What follows belongs to an exercise in optimizing a design on an open flow for small area, a short achievable clock period and few clock cycles; a production flow would make more cautious choices.
No run shown here included a check of the RTL's function; only the layout flow was run.
No activity file was given, so power comes from the tool's default toggle rates.

`flow/flow/run.sh`:
```
#!/bin/bash
# Standard layout, with plain buf_1 cells as the port buffers and resizing not
# held to each cell's footprint.
set -euo pipefail
bash standard.sh "BUFFER_PORTS_ARGS=-buffer_cell sky130_fd_sc_hd__buf_1" MATCH_CELL_FOOTPRINT=0 finish > make_finish.log 2>&1
```
`flow/standard.sh`:
```
#!/bin/bash
# synth_recipe.tcl (not shown) runs the flow's synth.tcl, then flattens the netlist and writes it again
# the make line also repeats each setting of config.mk as NAME=value (left out here)
make -C /OpenROAD-flow-scripts/flow DESIGN_CONFIG=/design/flow/config.mk WORK_HOME=/design/flow/orfs CLKGATE_MAP_FILE= SYNTH_SCRIPT=/design/flow/synth_recipe.tcl "${@:-finish}"
```
`flow/config.mk`:
```
export PLATFORM = sky130hd
export DESIGN_NAME = simple_cpu
export DESIGN_NICKNAME = simple_cpu
export VERILOG_FILES = /design/flow/design.v
export SDC_FILE = /design/flow/constraint.sdc
export NUM_CORES = 4
export LEC_CHECK = 0
export ABC_AREA = 1
export CAP_MARGIN = 20
export CORE_MARGIN = 2
export CORE_UTILIZATION = 40
export SETUP_SLACK_MARGIN = 2.4
export SLEW_MARGIN = 20
```
`flow/constraint.sdc`:
```
create_clock -name core_clock -period 5.0 [get_ports {clk}]
set_input_delay 1.0000 -clock core_clock [delete_from_list [all_inputs] [get_ports {clk}]]
set_output_delay 1.0000 -clock core_clock [all_outputs]
set_load 0.01 [all_outputs]
```
`flow/design.v`:
```
module simple_cpu (
    input clk,
    input rst_n,
    input instr_valid,
    input [15:0] instr,
    output instr_ready,
    input [7:0] mem_rdata,
    input mem_ready,
    output reg mem_req,
    output reg mem_we,
    output [7:0] mem_addr,
    output [7:0] mem_wdata,
    output reg done,
    output reg [3:0] flags   
);
  reg [7:0] regfile[0:7];
  reg x_alu;   
  reg [2:0] x_rd;
  reg [3:0] x_imm;
  reg c_add, c_sub, c_g, c_p, c_shl, c_shr;
  reg [7:0] opa;   
  reg [7:0] opb;   
  integer i;
  wire x_ld = mem_req & ~mem_we;
  wire stall = mem_req & ~mem_ready;
  assign instr_ready = ~stall;
  wire accept = instr_valid & ~stall;
  wire [3:0] ag = opb[3:0] & x_imm;
  wire [3:0] at = opb[3:0] | x_imm;
  wire [3:0] ap = opb[3:0] ^ x_imm;
  wire ac1 = ag[0];
  wire ac2 = ag[1] | (at[1] & ag[0]);
  wire ac3 = ag[2] | (at[2] & ag[1]) | (at[2] & at[1] & ag[0]);
  wire ac4 = ag[3] | (at[3] & ag[2]) | (at[3] & at[2] & ag[1]) | (at[3] & at[2] & at[1] & ag[0]);
  assign mem_addr = {opb[7] ^ (ac4 & opb[6] & opb[5] & opb[4]),
                     opb[6] ^ (ac4 & opb[5] & opb[4]),
                     opb[5] ^ (ac4 & opb[4]),
                     opb[4] ^ ac4,
                     ap[3] ^ ac3, ap[2] ^ ac2, ap[1] ^ ac1, ap[0]};
  assign mem_wdata = opa;
  wire [7:0] bx = opb ^ {8{c_sub}};
  wire [7:0] p = opa ^ bx;
  wire [7:0] g = opa & bx;
  wire [7:0] g1, p1, g2, p2, g3, p3;
  genvar k;
  generate
    for (k = 0; k < 8; k = k + 1) begin : pfx
      if (k % 2 == 1) begin : l1a
        assign g1[k] = g[k] | (p[k] & g[k-1]);
        assign p1[k] = p[k] & p[k-1];
      end else begin : l1b
        assign g1[k] = g[k];
        assign p1[k] = p[k];
      end
      if (k % 4 >= 2) begin : l2a
        assign g2[k] = g1[k] | (p1[k] & g1[(k/4)*4+1]);
        assign p2[k] = p1[k] & p1[(k/4)*4+1];
      end else begin : l2b
        assign g2[k] = g1[k];
        assign p2[k] = p1[k];
      end
      if (k >= 4) begin : l3a
        assign g3[k] = g2[k] | (p2[k] & g2[3]);
        assign p3[k] = p2[k] & p2[3];
      end else begin : l3b
        assign g3[k] = g2[k];
        assign p3[k] = p2[k];
      end
    end
  endgenerate
  wire [7:0] cy = {g3[6:0] | (p3[6:0] & {7{c_sub}}), c_sub};
  wire [7:0] sum = p ^ cy;
  wire [2:0] rot = opb[2:0];
  wire [7:0] r1 = rot[0] ? {opa[6:0], opa[7]} : opa;
  wire [7:0] r2 = rot[1] ? {r1[5:0], r1[7:6]} : r1;
  wire [7:0] r3 = rot[2] ? {r2[3:0], r2[7:4]} : r2;
  reg [7:0] shmask;
  always @(*) begin
    for (i = 0; i < 8; i = i + 1)
      shmask[i] = (c_shl & (i >= rot)) | (c_shr & ((rot == 3'd0) | (i < rot)));
  end
  wire [7:0] alu_res = ({8{c_add}} & sum) | ({8{c_g}} & g) | ({8{c_p}} & p) |
                       (shmask & r3);
  wire [7:0] wr_val = alu_res | ({8{x_ld}} & mem_rdata);
  wire wr_en = x_alu | (x_ld & mem_ready);
  wire [3:0] i_op = instr[15:12];
  wire [2:0] i_rd = instr[11:9];
  wire [2:0] i_rs = instr[7:5];
  wire [3:0] i_imm = instr[3:0];
  wire i_alu = (i_op >= 4'h1) && (i_op <= 4'h8);
  wire i_mem = (i_op == 4'h9) || (i_op == 4'hA);
  wire i_immop = (i_op == 4'h6) || (i_op == 4'h7) || (i_op == 4'h8);
  wire [7:0] ra_oh = 8'b1 << i_rd;
  wire [7:0] rb_oh = 8'b1 << i_rs;
  reg [7:0] rf_a, rf_b;
  always @(*) begin
    rf_a = 8'h00;
    rf_b = 8'h00;
    for (i = 0; i < 8; i = i + 1) begin
      rf_a = rf_a | ({8{ra_oh[i]}} & regfile[i]);
      rf_b = rf_b | ({8{rb_oh[i]}} & regfile[i]);
    end
  end
  wire fwd_a = wr_en && (x_rd == i_rd);
  wire fwd_b = wr_en && (x_rd == i_rs) && !i_immop;
  wire [2:0] i_rot = (i_op == 4'h8) ? 3'd0 - i_imm[2:0] : i_imm[2:0];
  wire [7:0] opb_rf = i_immop ? {4'h0, i_imm[3], i_rot} : rf_b;
  always @(posedge clk) begin
    c_add <= accept & ((i_op == 4'h1) || (i_op == 4'h2) || (i_op == 4'h6));
    c_sub <= accept & (i_op == 4'h2);
    c_g   <= accept & ((i_op == 4'h3) || (i_op == 4'h4));   
    c_p   <= accept & ((i_op == 4'h4) || (i_op == 4'h5));   
    c_shl <= accept & (i_op == 4'h7) & !i_imm[3];
    c_shr <= accept & (i_op == 4'h8) & !i_imm[3];
    opa <= ({8{stall}} & opa) | ({8{~stall & fwd_a}} & wr_val) | ({8{~stall & ~fwd_a}} & rf_a);
    opb <= ({8{stall}} & opb) | ({8{~stall & fwd_b}} & wr_val) | ({8{~stall & ~fwd_b}} & opb_rf);
    x_imm <= ({4{stall}} & x_imm) | ({4{~stall}} & i_imm);
    if (!stall) begin
      x_rd  <= i_rd;
      mem_we <= (i_op == 4'hA);
    end
  end
  always @(posedge clk or negedge rst_n) begin
    if (!rst_n) begin
      x_alu <= 1'b0;
      mem_req <= 1'b0;
      done <= 1'b0;
      flags <= 4'b0;
      for (i = 0; i < 8; i = i + 1) regfile[i] <= 8'h0;
    end else begin
      x_alu <= accept & i_alu;
      if (!stall) mem_req <= accept & i_mem;
      if (accept && i_op == 4'hF) done <= 1'b1;
      if (wr_en) regfile[x_rd] <= wr_val;
      if (x_alu) begin
        flags[3] <= (alu_res == 8'h0);
        flags[2] <= alu_res[7];
      end
    end
  end
endmodule
```
==> flow_metrics.env, run 1 <==
export IMPL_busiest_layer="met1"
export IMPL_first_iter_violations=640
export IMPL_setup_ws_ns=2.05
export IMPL_gp_congestion=0.911
export IMPL_initial_utilization_pct=41.0
export IMPL_fmax_mhz=339
export IMPL_fin_util_pct=46.6
export IMPL_worst_slew_pin_slew_ns=0.799
export IMPL_num_vias=6113
export IMPL_grt_antenna_before_repair=0
export IMPL_first_global_vias=5449
export IMPL_fin_nets=955
export IMPL_ioPinCount=52
export IMPL_ys_seq_area_share_pct=38.5
export IMPL_viasPerCell=5.44
export IMPL_setup_viol=0
export IMPL_fp_coreArea_um2=15300
export IMPL_skew_ns=0.00442
export IMPL_grt_total_usage_pct=24.4
export IMPL_cts_sinks=99
export IMPL_layout_drive_gt1_share_pct=10.1
export IMPL_post_route_period_util_pct=59.0
export IMPL_gr_total_overflow=0
export IMPL_arrival_ns=1.95
export IMPL_netlist_instances=862
export IMPL_outcome="no timing/DRC/antenna violations"
export IMPL_grtUsageMet2_pct=35.5
export IMPL_cts_root_buf="clkbuf_16"
export IMPL_layout_common_cells="249 x nand2_1, 108 x inv_1, 72 x nand3_1"
export IMPL_finalHoldViolCount=0
export IMPL_fp_dieW_um=129
export IMPL_numPortBuffers=47
export IMPL_yosysUniqueCellTypes=48
export IMPL_hold_buffers=0
export IMPL_met3_usage_pct=3.66
export IMPL_cts_tree="done"
export IMPL_rows=45
export IMPL_grt_max_degree=70
export IMPL_drt_total_wl_um=20000
export IMPL_critPathMaxFanout=2
export IMPL_hpwl_um=14000
export IMPL_firstDrtPassIters=8
export IMPL_ir_drop_uv=244
export IMPL_p_per_area_nw_per_um2=425
export IMPL_pwr_share_seq_pct=39.5
export IMPL_p_leak_nw=3.27
export IMPL_clock_latency_ns=0.36
export IMPL_setup_worst_path_end_class="primary output"
export IMPL_hold_path_class="flop to flop"
export IMPL_switchingPower_mw=1.16
export IMPL_die_area_um2=16600
export IMPL_numCtsBuffers=9
export IMPL_synth_edff_count=8
export IMPL_swShare_pct=38.4
export IMPL_setup_tns_final_ns=0
export IMPL_ant_nets=0
export IMPL_final_common_cell="nand2_1"
export IMPL_drc=0
export IMPL_power_internal_mw=1.86
export IMPL_period_minus_slack_ns=2.95
export IMPL_rsz0062_at_grt="true"
export IMPL_critical_path_class="flop to primary output"
export IMPL_dp_slack_ns=1.61
export IMPL_drv_slew=0
export IMPL_die_y_um=129
export IMPL_htree_levels=3
export IMPL_clkTransAtPathRegs_ns=0.07
export IMPL_setup_worst_path_start_class="flop"
export IMPL_syn_area_per_cell_um2=7.25
export IMPL_maxSlewHeadroom_pct=46.7
export IMPL_area_growth_pct=13.8
export IMPL_ys_flop_type="dfrtp_1"
export IMPL_grt_pass1_wl_um=30500
export IMPL_synthArstFlopShare_pct=69.7
export IMPL_syn_area_um2=6250
export IMPL_yosysWarnings=2
export IMPL_wl_per_cell_um=17.8
export IMPL_grtUsageMet1_pct=36.1
export IMPL_p_clk_share_pct=25.2
export IMPL_ys_ff_latch=99
export IMPL_max_cap_viol_count=0
export IMPL_cts_buffer_depth=2
export IMPL_crit_required_ns=4.00
export IMPL_combPwrFrac_pct=35.3
export IMPL_diodes=0
[final cells by class]
cell class              instances  area (um^2)
flip-flops and latches         99         2420
clock inverters                 2         60.1
repair buffers                 60          310
well taps                     211          264
clock buffers                  14          254
fillers                      1569         8150
inverters                     125          482
multi-input cells             613         3320
[stage by stage]
stage	total power, mW	area, um^2	hold WS [ns]	cells
2_1_floorplan	1.88	6250	0.470	863
3_3_place_gp	2.17	6550	0.469	1096
3_5_place_dp	2.18	6550	0.464	1096
4_1_cts	3.00	7030	0.484	1120
5_1_grt	3.21	7110	0.518	1124
6_report	3.02	7110	0.484	1124
[logic make-up after synthesis]
family / synth area share [%]
simple gates: 28.4
compound gates: 16.3
buf+inv: 10.1
flops: 38.5
xor+xnor: 2.66
fa+ha+maj: 3.92
other cells: 0.0600
[per-layer routing]
metal | vias to the layer above | part of all wire [%]
li1 | 2943 | -
met1 | 2837 | 46
met2 | 284 | 42
met3 | 49 | 8.6
met4 | 0 | 3.3
met5 | - | 0
[final timing paths]
kind | start | endpoint | slack (ns) | cells after the start
min in group asynchronous | rst_n | regfile[1][0] | 0.64 | 1
worst max-delay path | flop | mem_addr[5] | 2.05 | 8
worst min register to register | done | done | 0.48 | 1
worst max register to register | opb[2] | regfile[4][7] | 2.59 | 15
worst min-delay path | done | done | 0.48 | 1
max in group asynchronous | rst_n | regfile[1][4] | 3.77 | 2
[sequential cells by signal (all words and copies together) (netlist names), 2 cells and up, named ones only]
signal / cells
regfile: 64
x_rd: 3
opa: 8
flags: 2
opb: 8
[power by group through the flow]
stage	logic (mW)	registers, mW	clock network, mW
floorplan	0.727	1.15	0
detailed placement	0.967	1.21	0
CTS	1.04	1.19	0.768
global placement	0.957	1.21	0
global route	1.20	1.22	0.794
finish	1.07	1.19	0.761
[cell usage after synthesis (5+ instances only)]
cell type  instances  area [um^2]
a21oi_1           16         80.1
dfrtp_1           69         1730
a22oi_1            9         67.6
nor2_4             9          101
buf_2             13         65.1
nand2_1          249          935
o211ai_1           6         45.0
o21ai_0           39          195
xnor2_1            5         43.8
ha_1              18          225
o22ai_1           33          206
inv_1            112          420
inv_2             12         45.0
nand3_2            5         50.1
edfxtp_1           8          240
nand3_1           74          370
buf_4              8         60.1
dfxtp_1           22          440
o2111ai_1          5         43.8
xor2_1            14          123
nor3_1             5         25.0
nor2_1            46          173
o21ai_1           32          160
a31oi_1            6         37.5
[worst max-delay path, cell delays in order, from the launching register on]
cell and delay, ns:
edfxtp_1 0.42, inv_2 0.08, ha_4 0.17, o21bai_4 0.12
a21oi_4 0.08, o21bai_4 0.18, ha_2 0.22, xor2_2 0.16
buf_2 0.15
[what timing repair did]
action,in CTS,in global routing
resized for setup,38,7
cloned,0,1
pin swaps,7,6
buffers inserted,8,2
setup endpoints to repair,8,40
==> run 2: changes to the inputs <==
--- a/flow/config.mk
+++ b/flow/config.mk
@@ -9,5 +9,5 @@
 export CAP_MARGIN = 20
 export CORE_MARGIN = 2
 export CORE_UTILIZATION = 40
-export SETUP_SLACK_MARGIN = 2.4
+export SETUP_SLACK_MARGIN = 2.5
 export SLEW_MARGIN = 20
==> run 2 against run 1 <==
Effect of this change: hold slack lost 0.00081 ns; register-to-register slack hardly changed; clock-buffer cell count fell by 3; clock skew grew 0.0048 ns; power down 2.3%; design area up 0.19%.
==> flow_metrics.env, run 2 <==
export IMPL_die_y_um=129
export IMPL_gr_total_overflow=0
export IMPL_fmax_mhz=341
export IMPL_grt_pass1_wl_um=30400
export IMPL_finalHoldViolCount=0
export IMPL_dpl_cell_count=1095
export IMPL_setup_worst_path_start_class="flop"
export IMPL_layoutNonFillerInstCount=1123
export IMPL_critical_path_class="flop to primary output"
export IMPL_setup_worst_path_end_class="primary output"
export IMPL_max_stage_delay_ns=0.41
export IMPL_p_total_mw=2.96
export IMPL_netlist_instances=862
export IMPL_setup_tns_final_ns=0
export IMPL_ir_drop_uv=180
export IMPL_grt_antenna_before_repair=0
export IMPL_worst_slew_pin_slew_ns=0.981
export IMPL_top_register="regfile"
export IMPL_synthTopCellsByCount="249 x nand2_1, 112 x inv_1, 74 x nand3_1"
export IMPL_max_cap_viol_count=0
export IMPL_outcome="no timing/DRC/antenna violations"
export IMPL_hold_path_class="flop to flop"
export IMPL_gp_congestion=0.907
export IMPL_synth_edff_count=8
export IMPL_fp_dieW_um=129
export IMPL_grt_total_usage_pct=24.2
export IMPL_drc=0
export IMPL_first_iter_violations=660
export IMPL_drv_slew=0
export IMPL_synthMuxAreaShare_pct=0
export IMPL_yosysMostFrequentCell="nand2_1"
export IMPL_yosysWarnings=2
export IMPL_drt_total_wl_um=19800
export IMPL_final_common_cell="nand2_1"
export IMPL_multi_input_area_um2=3390
export IMPL_crit_family="compound AO/OA/AOI/OAI gates"
export IMPL_cts_root_buf="clkbuf_16"
export IMPL_worstHoldStart="done"
export IMPL_hold_slack_ns=0.483
export IMPL_netlist_area_leader_share_pct=27.6
export IMPL_diodes=0
export IMPL_p_per_area_nw_per_um2=415
export IMPL_hold_buffers=0
export IMPL_ys_ff_latch=99
export IMPL_regArea_um2=2420
export IMPL_num_vias=5988
export IMPL_synthAdderAreaFrac_pct=3.92
export IMPL_skew_ns=0.00924
export IMPL_wl_met1_um=8960
export IMPL_cts_tree="done"
export IMPL_top_layer_used="met4"
export IMPL_critPathBufInv=2
export IMPL_rows=45
export IMPL_reg_largest_list="regfile: 64 flops, opa: 8 flops, opb: 8 flops"
export IMPL_grt_max_degree=70
export IMPL_p_leak_nw=3.27
export IMPL_area_growth_pct=14.0
export IMPL_first_global_vias=5516
export IMPL_ioPinCount=52
export IMPL_setup_viol=0
export IMPL_fillers=1563
export IMPL_ant_nets=0
export IMPL_synth_top_family_by_area="simple AND/OR/NAND/NOR gates"
export IMPL_arrival_ns=1.93
export IMPL_layout_common_cells="246 x nand2_1, 108 x inv_1, 70 x nand3_1"
export IMPL_initial_utilization_pct=41.0
export IMPL_r2r_setup_slack_ns=2.58
export IMPL_path_cells="inv_2, ha_4, o21bai_4, a21oi_4, o21bai_4, nand3_2, nor2_2, xor2_1, buf_2"
export IMPL_hold_path_depth=1
export IMPL_syn_area_per_cell_um2=7.25
export IMPL_rr_endpoint="regfile[5][7]"
export IMPL_maxSlewHeadroom_pct=34.6
export IMPL_cts_sinks=99
export IMPL_largest_reg_flops=64
export IMPL_cp_common_cell="o21bai_4"
export IMPL_synthArstFlopShare_pct=69.7
export IMPL_fp_coreArea_um2=15300
export IMPL_layout_drive_gt1_share_pct=11.3
export IMPL_setup_ws_ns=2.07
export IMPL_ys_flop_type="dfrtp_1"
export IMPL_cp_slowest_cell="edfxtp_1"
export IMPL_clkTransAtPathRegs_ns=0.07
export IMPL_crit_required_ns=4.00
export IMPL_synth_compound_area_share_pct=16.3
export IMPL_viasPerCell=5.33
export IMPL_wl_met2_um=8570
export IMPL_ys_seq_area_share_pct=38.5
export IMPL_dp_slack_ns=1.74
export IMPL_syn_area_um2=6250
export IMPL_cts_buffer_depth=2
export IMPL_firstDrtPassIters=6
export IMPL_synth_xor_area_share_pct=2.66
export IMPL_yosysTopAreaCell="dfrtp_1"
export IMPL_clock_latency_ns=0.36
export IMPL_critPathMaxFanout=2
export IMPL_post_route_period_util_pct=58.6
export IMPL_period_minus_slack_ns=2.93
export IMPL_holdPathEnd="done"
export IMPL_yosysUniqueCellTypes=48
export IMPL_hpwl_um=14100
export IMPL_numCtsBuffers=9
export IMPL_htree_levels=3
export IMPL_rsz0062_at_grt="true"
export IMPL_synthSimpleGateAreaFrac_pct=28.4
export IMPL_synthTopCellsByArea="dfrtp_1 28%, nand2_1 15%, dfxtp_1 7.0%"
export IMPL_die_area_um2=16600
export IMPL_reg2regPathDepth=14
export IMPL_fin_nets=954
export IMPL_routed_wl_met3_um=1690
export IMPL_wl_per_cell_um=17.6
export IMPL_numPortBuffers=47
export IMPL_reg2reg_from="opb[1]"
run 2: final cells by class:
type                       instances  area share (%)
clock buffer                      11            3.41
clock inverter                     5           0.509
inverter                         125            6.75
multi-input combinational        614            47.6
sequential                        99            33.9
tap                              211            3.71
timing repair buffer              58            4.09
run 2: worst register-to-register path, cell delays in order, from the launching register on:
cell and delay [ns]:
dfxtp_4 0.36, buf_6 0.13, buf_4 0.19, xor2_1 0.17, ha_1 0.34, inv_1 0.10
nand2_2 0.08, nand3_2 0.09, nand2_2 0.07, nand2_1 0.12, nand3b_1 0.14, nand3_4 0.17
nand3_4 0.16, nand2_1 0.09, o21ai_1 0.06
run 2: how the worst max path moves through the flow:
stage	from	endpoint	cells after the start
after global placement	mem_ready	instr_ready	4
after detailed placement	mem_ready	instr_ready	4
final	flop	mem_addr[7]	9
after global routing	flop	mem_addr[7]	9
after floorplan	opb[1]	mem_addr[7]	9
after CTS	opb[1]	mem_addr[5]	8
run 2: where the power goes:
| group | internal, mW | leakage [nW] | switching [mW] | total (mW) |
|---|---|---|---|---|
| combinational | 0.388 | 1.99 | 0.701 | 1.09 |
| sequential | 1.03 | 1.14 | 0.164 | 1.19 |
| clock | 0.354 | 0.140 | 0.320 | 0.674 |
run 2: cells by family (layout without fill, tap and decap cells):
| kind of cell | Yosys count | in the layout |
|---|---|---|
| simple gates | 405 | 407 |
| compound gates | 167 | 167 |
| buf+inv | 152 | 199 |
| flops | 99 | 99 |
| fa+ha+maj | 19 | 19 |
| xor+xnor | 19 | 19 |
| other cells | 1 | 2 |
run 2: what timing repair did:
action                                  4_1_cts  5_1_grt
cloned                                        0        2
resized for setup                            37       24
buffers inserted                              7        3
endpoints found under the setup margin       18       54
endpoints found under the hold margin         0        0
pin swaps                                     6       11
run 2: per-layer routing:
| metal | track usage [%] | vias to the layer above |
|---|---|---|
| li1 | - | 2933 |
| met1 | 35.2 | 2768 |
| met2 | 35.9 | 254 |
| met3 | 4.07 | 33 |
| met4 | 9.85 | 0 |
| met5 | 0 | - |
run 2: per-stage QoR:
| stage | util, % | cell area [um^2] |
|---|---|---|
| floorplan | - | 6260 |
| global placement | 42.9 | 6550 |
| detailed placement | 42.9 | 6550 |
| CTS | 45.7 | 6970 |
| global route | 46.7 | 7120 |
| finish | 46.7 | 7120 |

-- port drivers added, routing unchanged --
In the flow no input, the clock included, has a driving cell. The finished layouts below were timed again as built, in two steps. Step 1 (the two cells are an assumption about what drives the block):
set clk [get_ports {clk}]
set_driving_cell -lib_cell sky130_fd_sc_hd__clkbuf_16 $clk
set_driving_cell -lib_cell sky130_fd_sc_hd__buf_2 [delete_from_list [all_inputs] $clk]
Step 2 also shifts input and output timing later by t, the mid clock arrival at the registers, as if the neighbouring blocks saw the same clock. Three values: ideal ports, drivers, drivers and shift; two values: the first two.
run	t, ns	setup slack, ns	hold WS [ns]	slew at the worst register clock pin (ns)	cell pins on the clock port's net
run 1	0.396	2.049 / 2.009 / 2.234	0.484 / 0.484 / 0.484	0.07 / 0.07	1
run 2	0.400	2.071 / 2.028 / 2.311	0.483 / 0.483 / 0.483	0.07 / 0.07	1
After both steps every run listed still meets setup and hold.
